Source: an optimization exercise on an open RTL-to-GDS flow (aim: small area, a short achievable clock period and few clock cycles per item). Production flows keep margins and buffers that such runs may drop.
The RTL was checked by simulation tests, not by an equivalence proof against the original design.
Power and IR drop assume default switching activity.

==> flow/design.v (outline; a module is shown in full before it is edited, if it fits) <==
// module DataPath: 4284 lines
// module FullAdder: 4 lines
// module HalfAdder: 4 lines
// module HalfAdderX: 4 lines
// module Aoi21: 3 lines
// module Oai21: 3 lines
// module Nand2: 3 lines
// module Nor2: 3 lines
// module Xor2: 3 lines
// module Xnor2: 3 lines
// module BoothEncN: 4 lines
// module BoothSel: 5 lines
// module BoothOai: 3 lines
// module BoothXor: 3 lines
// module control_Machine: 22 lines
// module Multiplier: 19 lines
module Multiplier
(
	input wire Clock,
	input wire Reset,
	input wire iValid_Data,
	input wire iAck,
	input wire [31:0] Data_A,
	input wire [31:0] Data_B,
	output wire oReady,
	output wire oDone,
	output wire [63:0] Prod
);
  // ...
==> flow/flow/run.sh <==
#!/bin/bash
# The standard layout (the standard.sh, standard synthesis included), except that the
# port buffers ORFS inserts at global placement are buf_2 cells instead of its default
# delay-cell choice, so the resizer can size them like any other buffer.
set -euo pipefail
bash standard.sh "BUFFER_PORTS_ARGS=-buffer_cell sky130_fd_sc_hd__buf_2" finish > flow_make.log 2>&1
==> flow/standard.sh <==
#!/bin/bash
# synth_recipe.tcl (not shown) runs the flow's synth.tcl, then flattens the netlist and writes it again
# the make line also repeats each setting of config.mk as NAME=value (left out here)
make -C /OpenROAD-flow-scripts/flow DESIGN_CONFIG=/design/flow/config.mk WORK_HOME=/design/flow/orfs CLKGATE_MAP_FILE= SYNTH_SCRIPT=/design/flow/synth_recipe.tcl "${@:-finish}"
==> flow/config.mk <==
export PLATFORM = sky130hd
export DESIGN_NAME = Multiplier
export DESIGN_NICKNAME = Multiplier
export VERILOG_FILES = /design/flow/design.v
export SDC_FILE = /design/flow/constraint.sdc
export NUM_CORES = 4
export LEC_CHECK = 0
export CAP_MARGIN = 20
export CORE_MARGIN = 2
export CORE_UTILIZATION = 55
export SETUP_SLACK_MARGIN = 0.35
export SLEW_MARGIN = 20
export SYNTH_HIERARCHICAL = 1
export SYNTH_MINIMUM_KEEP_SIZE = 0
==> flow/constraint.sdc <==
create_clock -name core_clock -period 5.0 [get_ports {Clock}]
set_input_delay 1.0000 -clock core_clock [delete_from_list [all_inputs] [get_ports {Clock}]]
set_output_delay 1.0000 -clock core_clock [all_outputs]
set_load 0.01 [all_outputs]
==> out/results.ini, run 1 <==
[outcome]
status=finished clean

[sta]
setup_tns_ns=0
rsz0062_at_grt=yes
hold_viol=0

[placement]
place_area_um2=30800
dp_cells=3440

[route]
dr_total_vias=23655
wire_per_inst_um=31.2
route.met3.wl_mm=13.9
wl_met1_mm=38.9

[clock_network]
clock_path_buffers=2

[power_and_ir_drop]
clkPwrFrac_pct=5.2
top_power_group=combinational logic
pwr-share-comb_pct=81.9

[synth]
syn-cell-area_um2=28000
ys_types=22
synth_most_common_cell=xor2_1
synthTopCellsByArea=fa_1 (33%), edfxtp_1 (18%), xor2_1 (16%), o22ai_1 (11%), xnor2_1 (4.8%)
synthFlopType=edfxtp_1
synth-async-reset-ratio_pct=0
yosys.area.top_type=fa_1

[layout]
antenna_cells=2
mostFrequentLayoutCell=xor2_1
final_util_pct=63.5
nNetsFinal=3406
area_share_clock_buf_inv_pct=1.77

[grt]
use_met3_pct=14.4

[floorplanning]
dieWidth_um=230

[critical_path]
cp-startpoint=data1.r0_35

Testbench counts, summed over its fixed seeds: cycles 1,608, items 1,600.
==> inputs of run 2 (changes only) <==
--- a/flow/design.v
+++ b/flow/design.v
@@ -1605,102 +1605,146 @@
 wire xs16;
 wire xc16;
 wire fs419;
 wire fc419;
 wire hs46;
 wire hc46;
 wire hs47;
 wire hc47;
+wire ft1;
 wire fs420;
 wire fc420;
+wire ft2;
 wire fs421;
 wire fc421;
+wire ft3;
 wire fs422;
 wire fc422;
+wire ft4;
 wire fs423;
 wire fc423;
+wire ft5;
 wire fs424;
 wire fc424;
+wire ft6;
 wire fs425;
 wire fc425;
+wire ft7;
 wire fs426;
 wire fc426;
+wire ft8;
 wire fs427;
 wire fc427;
+wire ft9;
 wire fs428;
 wire fc428;
+wire ft10;
 wire fs429;
 wire fc429;
+wire ft11;
 wire fs430;
 wire fc430;
+wire ft12;
 wire fs431;
 wire fc431;
+wire ft13;
 wire fs432;
 wire fc432;
+wire ft14;
 wire fs433;
 wire fc433;
+wire ft15;
 wire fs434;
 wire fc434;
+wire ft16;
 wire fs435;
 wire fc435;
+wire ft17;
 wire fs436;
 wire fc436;
+wire ft18;
 wire fs437;
 wire fc437;
+wire ft19;
 wire fs438;
 wire fc438;
+wire ft20;
 wire fs439;
 wire fc439;
+wire ft21;
 wire fs440;
 wire fc440;
+wire ft22;
 wire fs441;
 wire fc441;
+wire ft23;
 wire fs442;
 wire fc442;
+wire ft24;
 wire fs443;
 wire fc443;
+wire ft25;
 wire fs444;
 wire fc444;
+wire ft26;
 wire fs445;
 wire fc445;
+wire ft27;
 wire fs446;
 wire fc446;
+wire ft28;
 wire fs447;
 wire fc447;
+wire ft29;
 wire fs448;
 wire fc448;
+wire ft30;
 wire fs449;
 wire fc449;
+wire ft31;
 wire fs450;
 wire fc450;
+wire ft32;
 wire fs451;
 wire fc451;
+wire ft33;
 wire fs452;
 wire fc452;
+wire ft34;
 wire fs453;
 wire fc453;
+wire ft35;
 wire fs454;
 wire fc454;
+wire ft36;
 wire fs455;
 wire fc455;
+wire ft37;
 wire fs456;
 wire fc456;
+wire ft38;
 wire fs457;
 wire fc457;
+wire ft39;
 wire fs458;
 wire fc458;
+wire ft40;
 wire fs459;
 wire fc459;
+wire ft41;
 wire fs460;
 wire fc460;
+wire ft42;
 wire fs461;
 wire fc461;
+wire ft43;
 wire fs462;
 wire fc462;
+wire ft44;
 wire fs463;
 wire fc463;
 wire hs48;
 wire hc48;
 wire hs49;
 wire hc49;
 wire hs50;
 wire hc50;
@@ -3540,60 +3584,148 @@
 FullAdder u_fs415 (.iA(fc349), .iB(fs403), .iC(fc402), .oS(fs415), .oC(fc415));
 FullAdder u_fs416 (.iA(fs350), .iB(fs404), .iC(fc403), .oS(fs416), .oC(fc416));
 FullAdder u_fs417 (.iA(fc350), .iB(xs15), .iC(fc404), .oS(fs417), .oC(fc417));
 FullAdder u_fs418 (.iA(hc41), .iB(xc15), .iC(fs405), .oS(fs418), .oC(fc418));
 HalfAdderX u_xs16 (.iA(hs44), .iB(fc405), .oS(xs16), .oC(xc16));
 FullAdder u_fs419 (.iA(iv16), .iB(pq32), .iC(hc44), .oS(fs419), .oC(fc419));
 HalfAdder u_hs46 (.iA(r0_2), .iB(r1_2), .oS(hs46), .oC(hc46));
 HalfAdder u_hs47 (.iA(r0_3), .iB(r1_3), .oS(hs47), .oC(hc47));
-FullAdder u_fs420 (.iA(r0_4), .iB(r1_4), .iC(r2_4), .oS(fs420), .oC(fc420));
-FullAdder u_fs421 (.iA(r0_5), .iB(r1_5), .iC(r2_5), .oS(fs421), .oC(fc421));
-FullAdder u_fs422 (.iA(r0_6), .iB(r1_6), .iC(r2_6), .oS(fs422), .oC(fc422));
-FullAdder u_fs423 (.iA(r0_7), .iB(r1_7), .iC(r2_7), .oS(fs423), .oC(fc423));
-FullAdder u_fs424 (.iA(r0_8), .iB(r1_8), .iC(r2_8), .oS(fs424), .oC(fc424));
-FullAdder u_fs425 (.iA(r0_9), .iB(r1_9), .iC(r2_9), .oS(fs425), .oC(fc425));
-FullAdder u_fs426 (.iA(r0_10), .iB(r1_10), .iC(r2_10), .oS(fs426), .oC(fc426));
-FullAdder u_fs427 (.iA(r0_11), .iB(r1_11), .iC(r2_11), .oS(fs427), .oC(fc427));
-FullAdder u_fs428 (.iA(r0_12), .iB(r1_12), .iC(r2_12), .oS(fs428), .oC(fc428));
-FullAdder u_fs429 (.iA(r0_13), .iB(r1_13), .iC(r2_13), .oS(fs429), .oC(fc429));
-FullAdder u_fs430 (.iA(r0_14), .iB(r1_14), .iC(r2_14), .oS(fs430), .oC(fc430));
-FullAdder u_fs431 (.iA(r0_15), .iB(r1_15), .iC(r2_15), .oS(fs431), .oC(fc431));
-FullAdder u_fs432 (.iA(r0_16), .iB(r1_16), .iC(r2_16), .oS(fs432), .oC(fc432));
-FullAdder u_fs433 (.iA(r0_17), .iB(r1_17), .iC(r2_17), .oS(fs433), .oC(fc433));
-FullAdder u_fs434 (.iA(r0_18), .iB(r1_18), .iC(r2_18), .oS(fs434), .oC(fc434));
-FullAdder u_fs435 (.iA(r0_19), .iB(r1_19), .iC(r2_19), .oS(fs435), .oC(fc435));
-FullAdder u_fs436 (.iA(r0_20), .iB(r1_20), .iC(r2_20), .oS(fs436), .oC(fc436));
-FullAdder u_fs437 (.iA(r0_21), .iB(r1_21), .iC(r2_21), .oS(fs437), .oC(fc437));
-FullAdder u_fs438 (.iA(r0_22), .iB(r1_22), .iC(r2_22), .oS(fs438), .oC(fc438));
-FullAdder u_fs439 (.iA(r0_23), .iB(r1_23), .iC(r2_23), .oS(fs439), .oC(fc439));
-FullAdder u_fs440 (.iA(r0_24), .iB(r1_24), .iC(r2_24), .oS(fs440), .oC(fc440));
-FullAdder u_fs441 (.iA(r0_25), .iB(r1_25), .iC(r2_25), .oS(fs441), .oC(fc441));
-FullAdder u_fs442 (.iA(r0_26), .iB(r1_26), .iC(r2_26), .oS(fs442), .oC(fc442));
-FullAdder u_fs443 (.iA(r0_27), .iB(r1_27), .iC(r2_27), .oS(fs443), .oC(fc443));
-FullAdder u_fs444 (.iA(r0_28), .iB(r1_28), .iC(r2_28), .oS(fs444), .oC(fc444));
-FullAdder u_fs445 (.iA(r0_29), .iB(r1_29), .iC(r2_29), .oS(fs445), .oC(fc445));
-FullAdder u_fs446 (.iA(r0_30), .iB(r1_30), .iC(r2_30), .oS(fs446), .oC(fc446));
-FullAdder u_fs447 (.iA(r0_31), .iB(r1_31), .iC(r2_31), .oS(fs447), .oC(fc447));
-FullAdder u_fs448 (.iA(r0_32), .iB(r1_32), .iC(r2_32), .oS(fs448), .oC(fc448));
-FullAdder u_fs449 (.iA(r0_33), .iB(r1_33), .iC(r2_33), .oS(fs449), .oC(fc449));
-FullAdder u_fs450 (.iA(r0_34), .iB(r1_34), .iC(r2_34), .oS(fs450), .oC(fc450));
-FullAdder u_fs451 (.iA(r0_35), .iB(r1_35), .iC(r2_35), .oS(fs451), .oC(fc451));
-FullAdder u_fs452 (.iA(r0_36), .iB(r1_36), .iC(r2_36), .oS(fs452), .oC(fc452));
-FullAdder u_fs453 (.iA(r0_37), .iB(r1_37), .iC(r2_37), .oS(fs453), .oC(fc453));
-FullAdder u_fs454 (.iA(r0_38), .iB(r1_38), .iC(r2_38), .oS(fs454), .oC(fc454));
-FullAdder u_fs455 (.iA(r0_39), .iB(r1_39), .iC(r2_39), .oS(fs455), .oC(fc455));
-FullAdder u_fs456 (.iA(r0_40), .iB(r1_40), .iC(r2_40), .oS(fs456), .oC(fc456));
-FullAdder u_fs457 (.iA(r0_41), .iB(r1_41), .iC(r2_41), .oS(fs457), .oC(fc457));
-FullAdder u_fs458 (.iA(r0_42), .iB(r1_42), .iC(r2_42), .oS(fs458), .oC(fc458));
-FullAdder u_fs459 (.iA(r0_43), .iB(r1_43), .iC(r2_43), .oS(fs459), .oC(fc459));
-FullAdder u_fs460 (.iA(r0_44), .iB(r1_44), .iC(r2_44), .oS(fs460), .oC(fc460));
-FullAdder u_fs461 (.iA(r0_45), .iB(r1_45), .iC(r2_45), .oS(fs461), .oC(fc461));
-FullAdder u_fs462 (.iA(r0_46), .iB(r1_46), .iC(r2_46), .oS(fs462), .oC(fc462));
-FullAdder u_fs463 (.iA(r0_47), .iB(r1_47), .iC(r2_47), .oS(fs463), .oC(fc463));
+Xor2 u_ft1 (.iA(r0_4), .iB(r1_4), .oY(ft1));
+Xor2 u_fs420 (.iA(ft1), .iB(r2_4), .oY(fs420));
+Maj3 u_fc420 (.iA(r0_4), .iB(r1_4), .iC(r2_4), .oY(fc420));
+Xor2 u_ft2 (.iA(r0_5), .iB(r1_5), .oY(ft2));
+Xor2 u_fs421 (.iA(ft2), .iB(r2_5), .oY(fs421));
+Maj3 u_fc421 (.iA(r0_5), .iB(r1_5), .iC(r2_5), .oY(fc421));
+Xor2 u_ft3 (.iA(r0_6), .iB(r1_6), .oY(ft3));
+Xor2 u_fs422 (.iA(ft3), .iB(r2_6), .oY(fs422));
+Maj3 u_fc422 (.iA(r0_6), .iB(r1_6), .iC(r2_6), .oY(fc422));
+Xor2 u_ft4 (.iA(r0_7), .iB(r1_7), .oY(ft4));
+Xor2 u_fs423 (.iA(ft4), .iB(r2_7), .oY(fs423));
+Maj3 u_fc423 (.iA(r0_7), .iB(r1_7), .iC(r2_7), .oY(fc423));
+Xor2 u_ft5 (.iA(r0_8), .iB(r1_8), .oY(ft5));
+Xor2 u_fs424 (.iA(ft5), .iB(r2_8), .oY(fs424));
+Maj3 u_fc424 (.iA(r0_8), .iB(r1_8), .iC(r2_8), .oY(fc424));
+Xor2 u_ft6 (.iA(r0_9), .iB(r1_9), .oY(ft6));
+Xor2 u_fs425 (.iA(ft6), .iB(r2_9), .oY(fs425));
+Maj3 u_fc425 (.iA(r0_9), .iB(r1_9), .iC(r2_9), .oY(fc425));
+Xor2 u_ft7 (.iA(r0_10), .iB(r1_10), .oY(ft7));
+Xor2 u_fs426 (.iA(ft7), .iB(r2_10), .oY(fs426));
+Maj3 u_fc426 (.iA(r0_10), .iB(r1_10), .iC(r2_10), .oY(fc426));
+Xor2 u_ft8 (.iA(r0_11), .iB(r1_11), .oY(ft8));
+Xor2 u_fs427 (.iA(ft8), .iB(r2_11), .oY(fs427));
+Maj3 u_fc427 (.iA(r0_11), .iB(r1_11), .iC(r2_11), .oY(fc427));
+Xor2 u_ft9 (.iA(r0_12), .iB(r1_12), .oY(ft9));
+Xor2 u_fs428 (.iA(ft9), .iB(r2_12), .oY(fs428));
+Maj3 u_fc428 (.iA(r0_12), .iB(r1_12), .iC(r2_12), .oY(fc428));
+Xor2 u_ft10 (.iA(r0_13), .iB(r1_13), .oY(ft10));
+Xor2 u_fs429 (.iA(ft10), .iB(r2_13), .oY(fs429));
+Maj3 u_fc429 (.iA(r0_13), .iB(r1_13), .iC(r2_13), .oY(fc429));
+Xor2 u_ft11 (.iA(r0_14), .iB(r1_14), .oY(ft11));
+Xor2 u_fs430 (.iA(ft11), .iB(r2_14), .oY(fs430));
+Maj3 u_fc430 (.iA(r0_14), .iB(r1_14), .iC(r2_14), .oY(fc430));
+Xor2 u_ft12 (.iA(r0_15), .iB(r1_15), .oY(ft12));
+Xor2 u_fs431 (.iA(ft12), .iB(r2_15), .oY(fs431));
+Maj3 u_fc431 (.iA(r0_15), .iB(r1_15), .iC(r2_15), .oY(fc431));
+Xor2 u_ft13 (.iA(r0_16), .iB(r1_16), .oY(ft13));
+Xor2 u_fs432 (.iA(ft13), .iB(r2_16), .oY(fs432));
+Maj3 u_fc432 (.iA(r0_16), .iB(r1_16), .iC(r2_16), .oY(fc432));
+Xor2 u_ft14 (.iA(r0_17), .iB(r1_17), .oY(ft14));
+Xor2 u_fs433 (.iA(ft14), .iB(r2_17), .oY(fs433));
+Maj3 u_fc433 (.iA(r0_17), .iB(r1_17), .iC(r2_17), .oY(fc433));
+Xor2 u_ft15 (.iA(r0_18), .iB(r1_18), .oY(ft15));
+Xor2 u_fs434 (.iA(ft15), .iB(r2_18), .oY(fs434));
+Maj3 u_fc434 (.iA(r0_18), .iB(r1_18), .iC(r2_18), .oY(fc434));
+Xor2 u_ft16 (.iA(r0_19), .iB(r1_19), .oY(ft16));
+Xor2 u_fs435 (.iA(ft16), .iB(r2_19), .oY(fs435));
+Maj3 u_fc435 (.iA(r0_19), .iB(r1_19), .iC(r2_19), .oY(fc435));
+Xor2 u_ft17 (.iA(r0_20), .iB(r1_20), .oY(ft17));
+Xor2 u_fs436 (.iA(ft17), .iB(r2_20), .oY(fs436));
+Maj3 u_fc436 (.iA(r0_20), .iB(r1_20), .iC(r2_20), .oY(fc436));
+Xor2 u_ft18 (.iA(r0_21), .iB(r1_21), .oY(ft18));
+Xor2 u_fs437 (.iA(ft18), .iB(r2_21), .oY(fs437));
+Maj3 u_fc437 (.iA(r0_21), .iB(r1_21), .iC(r2_21), .oY(fc437));
+Xor2 u_ft19 (.iA(r0_22), .iB(r1_22), .oY(ft19));
+Xor2 u_fs438 (.iA(ft19), .iB(r2_22), .oY(fs438));
+Maj3 u_fc438 (.iA(r0_22), .iB(r1_22), .iC(r2_22), .oY(fc438));
+Xor2 u_ft20 (.iA(r0_23), .iB(r1_23), .oY(ft20));
+Xor2 u_fs439 (.iA(ft20), .iB(r2_23), .oY(fs439));
+Maj3 u_fc439 (.iA(r0_23), .iB(r1_23), .iC(r2_23), .oY(fc439));
+Xor2 u_ft21 (.iA(r0_24), .iB(r1_24), .oY(ft21));
+Xor2 u_fs440 (.iA(ft21), .iB(r2_24), .oY(fs440));
+Maj3 u_fc440 (.iA(r0_24), .iB(r1_24), .iC(r2_24), .oY(fc440));
+Xor2 u_ft22 (.iA(r0_25), .iB(r1_25), .oY(ft22));
+Xor2 u_fs441 (.iA(ft22), .iB(r2_25), .oY(fs441));
+Maj3 u_fc441 (.iA(r0_25), .iB(r1_25), .iC(r2_25), .oY(fc441));
+Xor2 u_ft23 (.iA(r0_26), .iB(r1_26), .oY(ft23));
+Xor2 u_fs442 (.iA(ft23), .iB(r2_26), .oY(fs442));
+Maj3 u_fc442 (.iA(r0_26), .iB(r1_26), .iC(r2_26), .oY(fc442));
+Xor2 u_ft24 (.iA(r0_27), .iB(r1_27), .oY(ft24));
+Xor2 u_fs443 (.iA(ft24), .iB(r2_27), .oY(fs443));
+Maj3 u_fc443 (.iA(r0_27), .iB(r1_27), .iC(r2_27), .oY(fc443));
+Xor2 u_ft25 (.iA(r0_28), .iB(r1_28), .oY(ft25));
+Xor2 u_fs444 (.iA(ft25), .iB(r2_28), .oY(fs444));
+Maj3 u_fc444 (.iA(r0_28), .iB(r1_28), .iC(r2_28), .oY(fc444));
+Xor2 u_ft26 (.iA(r0_29), .iB(r1_29), .oY(ft26));
+Xor2 u_fs445 (.iA(ft26), .iB(r2_29), .oY(fs445));
+Maj3 u_fc445 (.iA(r0_29), .iB(r1_29), .iC(r2_29), .oY(fc445));
+Xor2 u_ft27 (.iA(r0_30), .iB(r1_30), .oY(ft27));
+Xor2 u_fs446 (.iA(ft27), .iB(r2_30), .oY(fs446));
+Maj3 u_fc446 (.iA(r0_30), .iB(r1_30), .iC(r2_30), .oY(fc446));
+Xor2 u_ft28 (.iA(r0_31), .iB(r1_31), .oY(ft28));
+Xor2 u_fs447 (.iA(ft28), .iB(r2_31), .oY(fs447));
+Maj3 u_fc447 (.iA(r0_31), .iB(r1_31), .iC(r2_31), .oY(fc447));
+Xor2 u_ft29 (.iA(r0_32), .iB(r1_32), .oY(ft29));
+Xor2 u_fs448 (.iA(ft29), .iB(r2_32), .oY(fs448));
+Maj3 u_fc448 (.iA(r0_32), .iB(r1_32), .iC(r2_32), .oY(fc448));
+Xor2 u_ft30 (.iA(r0_33), .iB(r1_33), .oY(ft30));
+Xor2 u_fs449 (.iA(ft30), .iB(r2_33), .oY(fs449));
+Maj3 u_fc449 (.iA(r0_33), .iB(r1_33), .iC(r2_33), .oY(fc449));
+Xor2 u_ft31 (.iA(r0_34), .iB(r1_34), .oY(ft31));
+Xor2 u_fs450 (.iA(ft31), .iB(r2_34), .oY(fs450));
+Maj3 u_fc450 (.iA(r0_34), .iB(r1_34), .iC(r2_34), .oY(fc450));
+Xor2 u_ft32 (.iA(r0_35), .iB(r1_35), .oY(ft32));
+Xor2 u_fs451 (.iA(ft32), .iB(r2_35), .oY(fs451));
+Maj3 u_fc451 (.iA(r0_35), .iB(r1_35), .iC(r2_35), .oY(fc451));
+Xor2 u_ft33 (.iA(r0_36), .iB(r1_36), .oY(ft33));
+Xor2 u_fs452 (.iA(ft33), .iB(r2_36), .oY(fs452));
+Maj3 u_fc452 (.iA(r0_36), .iB(r1_36), .iC(r2_36), .oY(fc452));
+Xor2 u_ft34 (.iA(r0_37), .iB(r1_37), .oY(ft34));
+Xor2 u_fs453 (.iA(ft34), .iB(r2_37), .oY(fs453));
+Maj3 u_fc453 (.iA(r0_37), .iB(r1_37), .iC(r2_37), .oY(fc453));
+Xor2 u_ft35 (.iA(r0_38), .iB(r1_38), .oY(ft35));
+Xor2 u_fs454 (.iA(ft35), .iB(r2_38), .oY(fs454));
+Maj3 u_fc454 (.iA(r0_38), .iB(r1_38), .iC(r2_38), .oY(fc454));
+Xor2 u_ft36 (.iA(r0_39), .iB(r1_39), .oY(ft36));
+Xor2 u_fs455 (.iA(ft36), .iB(r2_39), .oY(fs455));
+Maj3 u_fc455 (.iA(r0_39), .iB(r1_39), .iC(r2_39), .oY(fc455));
+Xor2 u_ft37 (.iA(r0_40), .iB(r1_40), .oY(ft37));
+Xor2 u_fs456 (.iA(ft37), .iB(r2_40), .oY(fs456));
+Maj3 u_fc456 (.iA(r0_40), .iB(r1_40), .iC(r2_40), .oY(fc456));
+Xor2 u_ft38 (.iA(r0_41), .iB(r1_41), .oY(ft38));
+Xor2 u_fs457 (.iA(ft38), .iB(r2_41), .oY(fs457));
+Maj3 u_fc457 (.iA(r0_41), .iB(r1_41), .iC(r2_41), .oY(fc457));
+Xor2 u_ft39 (.iA(r0_42), .iB(r1_42), .oY(ft39));
+Xor2 u_fs458 (.iA(ft39), .iB(r2_42), .oY(fs458));
+Maj3 u_fc458 (.iA(r0_42), .iB(r1_42), .iC(r2_42), .oY(fc458));
+Xor2 u_ft40 (.iA(r0_43), .iB(r1_43), .oY(ft40));
+Xor2 u_fs459 (.iA(ft40), .iB(r2_43), .oY(fs459));
+Maj3 u_fc459 (.iA(r0_43), .iB(r1_43), .iC(r2_43), .oY(fc459));
+Xor2 u_ft41 (.iA(r0_44), .iB(r1_44), .oY(ft41));
+Xor2 u_fs460 (.iA(ft41), .iB(r2_44), .oY(fs460));
+Maj3 u_fc460 (.iA(r0_44), .iB(r1_44), .iC(r2_44), .oY(fc460));
+Xor2 u_ft42 (.iA(r0_45), .iB(r1_45), .oY(ft42));
+Xor2 u_fs461 (.iA(ft42), .iB(r2_45), .oY(fs461));
+Maj3 u_fc461 (.iA(r0_45), .iB(r1_45), .iC(r2_45), .oY(fc461));
+Xor2 u_ft43 (.iA(r0_46), .iB(r1_46), .oY(ft43));
+Xor2 u_fs462 (.iA(ft43), .iB(r2_46), .oY(fs462));
+Maj3 u_fc462 (.iA(r0_46), .iB(r1_46), .iC(r2_46), .oY(fc462));
+Xor2 u_ft44 (.iA(r0_47), .iB(r1_47), .oY(ft44));
+Xor2 u_fs463 (.iA(ft44), .iB(r2_47), .oY(fs463));
+Maj3 u_fc463 (.iA(r0_47), .iB(r1_47), .iC(r2_47), .oY(fc463));
 HalfAdder u_hs48 (.iA(r0_48), .iB(r1_48), .oS(hs48), .oC(hc48));
 HalfAdder u_hs49 (.iA(r0_49), .iB(r1_49), .oS(hs49), .oC(hc49));
 HalfAdder u_hs50 (.iA(r0_50), .iB(r1_50), .oS(hs50), .oC(hc50));
 HalfAdder u_hs51 (.iA(r0_51), .iB(r1_51), .oS(hs51), .oC(hc51));
 HalfAdder u_hs52 (.iA(r0_52), .iB(r1_52), .oS(hs52), .oC(hc52));
 HalfAdder u_hs53 (.iA(r0_53), .iB(r1_53), .oS(hs53), .oC(hc53));
 HalfAdder u_hs54 (.iA(r0_54), .iB(r1_54), .oS(hs54), .oC(hc54));
 HalfAdder u_hs55 (.iA(r0_55), .iB(r1_55), .oS(hs55), .oC(hc55));
@@ -4307,16 +4439,19 @@
 assign oY = ~(iA | iB);
 endmodule
 module Xor2 (input wire iA, input wire iB, output wire oY);
 assign oY = iA ^ iB;
 endmodule
 module Xnor2 (input wire iA, input wire iB, output wire oY);
 assign oY = ~(iA ^ iB);
 endmodule
+module Maj3 (input wire iA, input wire iB, input wire iC, output wire oY);
+assign oY = (iA & iB) | (iA & iC) | (iB & iC);
+endmodule
 module BoothEncN (input wire iB2, input wire iB1, input wire iB0, output wire oOneN, output wire oTwoN);
 assign oOneN = ~(iB1 ^ iB0);
 assign oTwoN = ~((iB2 & ~iB1 & ~iB0) | (~iB2 & iB1 & iB0));
 endmodule
 module BoothSel (input wire iOneN, input wire iTwoN, input wire iNeg, input wire iA1N, input wire iA0N, output wire oP);
 wire wSel;
 BoothOai u_oai (.iOneN(iOneN), .iTwoN(iTwoN), .iA1N(iA1N), .iA0N(iA0N), .oY(wSel));
 BoothXor u_xor (.iN(wSel), .iNeg(iNeg), .oP(oP));
==> out/results.ini, run 2 <==
[floorplanning]
core_um2=51200  ; was 50200 um2
initial_utilization_pct=55.4  ; was 55.8%
rows=83  ; was 82
io_pins=134  ; unchanged
die_h_um=231  ; was 230 um
die-area_um2=53400  ; was 52700 um2
dieWidth_um=231  ; was 230 um

[sta]
finClkSkew_ns=0.0120  ; was 0.0161 ns
finalSetupViolCount=0  ; unchanged
hold_viol=0  ; unchanged
max_freq_mhz=215  ; was 217 MHz
relSlewSlack_pct=31.2  ; was 36.1%
min_period_over_period_pct=92.9  ; was 92.0%
min_period_ns=4.64  ; was 4.60 ns
rsz0062_at_grt=yes  ; unchanged
slew_viol_final=0  ; unchanged
worst_pin_slew_ns=1.03  ; was 0.953 ns

[synth]
synth_most_common_cell=xor2_1  ; unchanged
synthFlopType=edfxtp_1  ; unchanged
ys_warn_count=8  ; unchanged
synthesis.instances=2653  ; was 2565
ys_types=23  ; was 22
synth_edf_count=172  ; unchanged
synth_nets=3219  ; was 3175
yosysSeqAreaShare_pct=18.3  ; was 18.5%
syn-cell-area_um2=28400  ; was 28000 um2
yosys.area.top_type=fa_1  ; unchanged
synthTopCellsByCount=xor2_1 (604), o22ai_1 (496), fa_1 (419)  ; was xor2_1 (516), o22ai_1 (496), fa_1 (463)
synth-async-reset-ratio_pct=0  ; unchanged
syn_avg_cell_area_um2=10.7  ; was 10.9 um2
ys_seq_elements=173  ; unchanged
synth_top_area_share_pct=29.6  ; was 33.1%
synthTopCellsByArea=fa_1 (30%), xor2_1 (19%), edfxtp_1 (18%), o22ai_1 (11%), xnor2_1 (4.7%)  ; was fa_1 (33%), edfxtp_1 (18%), xor2_1 (16%), o22ai_1 (11%), xnor2_1 (4.8%)

[layout]
final_util_pct=62.7  ; was 63.5%
mostFrequentLayoutCell=xor2_1  ; unchanged
drive_gt1_share_pct=17.5  ; was 16.8%
final_cell_mix=xor2_1 (597), o22ai_1 (496), fa_1 (419), edfxtp_1 (172), buf_2 (133)  ; was xor2_1 (516), o22ai_1 (496), fa_1 (462), edfxtp_1 (172), buf_2 (133)
nNetsFinal=3451  ; was 3406
area.growth.synth_to_final_pct=13.1  ; was 13.8%

[clock_network]
clkTransAtPathRegs_ns=0.08  ; about the same
cts_tree=done  ; unchanged
clk_latency_ns=0.52  ; was 0.50 ns
numClockSinks=173  ; unchanged
htreeDepth=4  ; unchanged
postCtsHoldBufs=0  ; unchanged
cts-root-buf=clkbuf_16  ; unchanged
cts_buffers=17  ; unchanged
clock_path_buffers=2  ; unchanged

[critical_path]
worstSetupPathDepth=13  ; was 11
regToRegStartpoint=control1.rFull  ; unchanged
endpoint=Prod[35]  ; was Prod[39]
cp-start-kind=flip-flop  ; unchanged
slowest_delay_ns=0.43  ; was 0.70 ns
cpLargestDelayFamily=compound AO/OA/AOI/OAI gates  ; unchanged
worstPathRequired_ns=4.00  ; about the same
cp-startpoint=data1.r1_19  ; was data1.r0_35
critPathKind=flip-flop to output port  ; unchanged
r2r_cells=3  ; unchanged
rr_endpoint=data1.r1_43  ; was data1.r0_44
regToRegSetupSlack_ns=2.99  ; was 2.97 ns
critPathSlowestCell=edfxtp_1  ; was fa_1
crit_path_frequent_cell=o21ai_1  ; unchanged
cp.arrival_ns=3.64  ; was 3.60 ns
path_cells=xor2_1 > xor2_2 > buf_4 > xnor2_2 > o21ai_1 > a21oi_2 > o21ai_1 > a21oi_2 > o21ai_1 > a21oi_2 > o21ai_1 > xnor2_1 > buf_2  ; was fa_1 > xnor2_4 > o21ai_1 > a21oi_2 > o21ai_1 > a21oi_2 > o21ai_1 > a21oi_4 > o21ai_1 > xnor2_1 > buf_2
end_kind=output port  ; unchanged
path_buf_inv=2  ; was 1
critPathMaxFanout=3  ; unchanged

[outcome]
status=finished clean  ; unchanged

[power_and_ir_drop]
p_total_mw=25.9  ; about the same
power.density_nw_per_um2=807  ; was 814 nW/um2
p_leak_nw=12.6  ; was 12.5 nW
peakVddDrop_v=0.000970  ; was 0.00109 V

[grt]
grt_max_degree=51  ; was 95
grt.overflow.total=0  ; unchanged
grt_pass1_wl_mm=161  ; about the same
grt_pass1_vias=24947  ; was 25.1k
antenna_found_initial=4  ; was 5
grt_usage_pct=41.6  ; was 42.1%

[route]
first_pass_iters=7  ; was 6
first_iter_violations=3078  ; was 2925
antenna_left=0  ; unchanged
dr_total_vias=24075  ; was 23.7k
drt_wl_total_mm=109  ; about the same
drc=0  ; unchanged
vias_per_cell=6.72  ; was 6.79
wire_per_inst_um=30.5  ; was 31.2 um

[placement]
place_congestion=0.953  ; was 1.00
portBuffers=133  ; unchanged
dpl.hpwl_mm=76.7  ; was 76.6 mm

[hold_path]
hold_depth=2  ; unchanged
min_path_type=flip-flop to flip-flop  ; unchanged

[run]
cap_violations=0  ; unchanged

==> run 2: cell types whose count changed in the layout (fill, tap and decap cells not counted), sizes merged <==
cell / before / now
fa: 463 / 419
xor2: 516 / 604
clkinv: 4 / 6
inv: 137 / 140
maj3: 0 / 44
buf: 281 / 282
clkinvlp: 5 / 1
clkbuf: 18 / 17
diode: 2 / 3
==> run 2: worst min path at each step <==
stage | startpoint | endpoint | slack, ns
floorplan | control1.rFull | control1.rFull | 0.54
global placement | control1.rFull | control1.rFull | 0.49
detailed placement | control1.rFull | control1.rFull | 0.51
CTS | control1.rFull | control1.rFull | 0.52
global route | control1.rFull | control1.rFull | 0.54
finish | control1.rFull | control1.rFull | 0.51
==> run 2: metal layers <==
layer / part of all wire (%) / vias up / track usage, %
met1: 37 / 11979 / 54.2
met2: 44 / 1790 / 62.4
met5: 0 / - / 0
met3: 12 / 474 / 12.3
li1: - / 9832 / -
met4: 6.5 / 0 / 22.5
==> run 2: worst reg2reg max path, stage by stage, from the launching register on <==
cell and delay [ns]:
dfxtp_1 0.34, nand2b_4 0.07, nor3b_4 0.83, buf_12 0.36
==> run 2: cell type report <==
type / count / area, um2
Multi-Input combinational cell: 2279 / 22600
Fill cell: 4278 / 19100
Sequential cell: 173 / 5180
Timing Repair Buffer: 282 / 2310
Tap cell: 680 / 851
Inverter: 132 / 499
Clock buffer: 17 / 425
Clock inverter: 15 / 176
Antenna cell: 3 / 7.51
==> run 2: logic make-up (layout without fill, tap and decap cells) <==
family / after synthesis / after routing / synth area share [%]
simple gates: 283 / 283 / 4.41
xor+xnor: 756 / 756 / 23.3
other cells: 0 / 3 / 0
fa+ha+maj: 542 / 542 / 34.8
flops: 173 / 173 / 18.3
buf+inv: 201 / 446 / 3.57
compound gates: 698 / 698 / 15.6
==> run 2: modules after synthesis, one instance, submodules excluded, excerpt <==
module	flops+latches	cells inside	cell area, um2
BoothEncN	0	4	30.0
Nor2	0	1	3.75
HalfAdderX	0	5	27.5
FullAdder	0	1	20.0
Xnor2	0	1	8.76
Xor2	0	1	8.76
Oai21	0	1	5.00
BoothXor	0	1	8.76
BoothOai	0	1	6.26
control_Machine	1	5	55.1
Aoi21	0	1	8.76
==> run 2: power by group <==
group          internal, mW  total [mW]  switching [mW]  leakage [nW]
sequential             3.07        3.47           0.393          1.61
clock                 0.676        1.44           0.760         0.293
combinational          8.15        21.0            12.9          10.7
==> run 2: stage by stage <==
stage	instance area (um2)	setup slack [ns]	cells	hold WS, ns	setup TNS (ns)
finish	32100	0.356	3581	0.515	0
detailed placement	31200	0.120	3544	0.506	0
global placement	31200	0.180	3544	0.485	0
floorplan	28600	-0.946	2653	0.545	-162.78
global route	32100	0.266	3579	0.536	0
CTS	31900	0.353	3576	0.521	0
==> run 2: repair_timing <==
action	4_1_cts	5_1_grt
pin swaps	0	5
gates cloned	0	0
buffers inserted	0	2
endpoints found under the setup margin	36	26
resized for setup	16	37
Testbench counts of run 2, summed over its fixed seeds: cycles 1,608, items 1,600.

==> re-timing with driven ports <==
No port has a modelled driver above. Below, the same layouts with a new extraction and two added sets of constraints. Step 1: set_driving_cell puts a clkbuf_16 on Clock and a buf_2 on each other input, an assumption about the parent block. Step 2 times the ports against the registers' clock, not the clock port: input delays grow and output delays shrink by t, the midpoint of the rising clock arrivals with the driver on. Slacks: ideal / step 1 / step 2; pairs: ideal / step 1.
run | t, ns | setup WS [ns] | worst setup path after step 2 | clock arrival spread, ns | pins driven straight from the clock port
run 1 | 0.564 | 0.400 / 0.338 / 0.000 | input to register | 0.028 / 0.028 | 1
run 2 | 0.577 | 0.356 / 0.288 / 0.028 | input to register | 0.019 / 0.019 | 1
For run 1, which loses most, drivers alone change the setup slack by -0.062 ns; drivers and shift together by -0.400 ns.
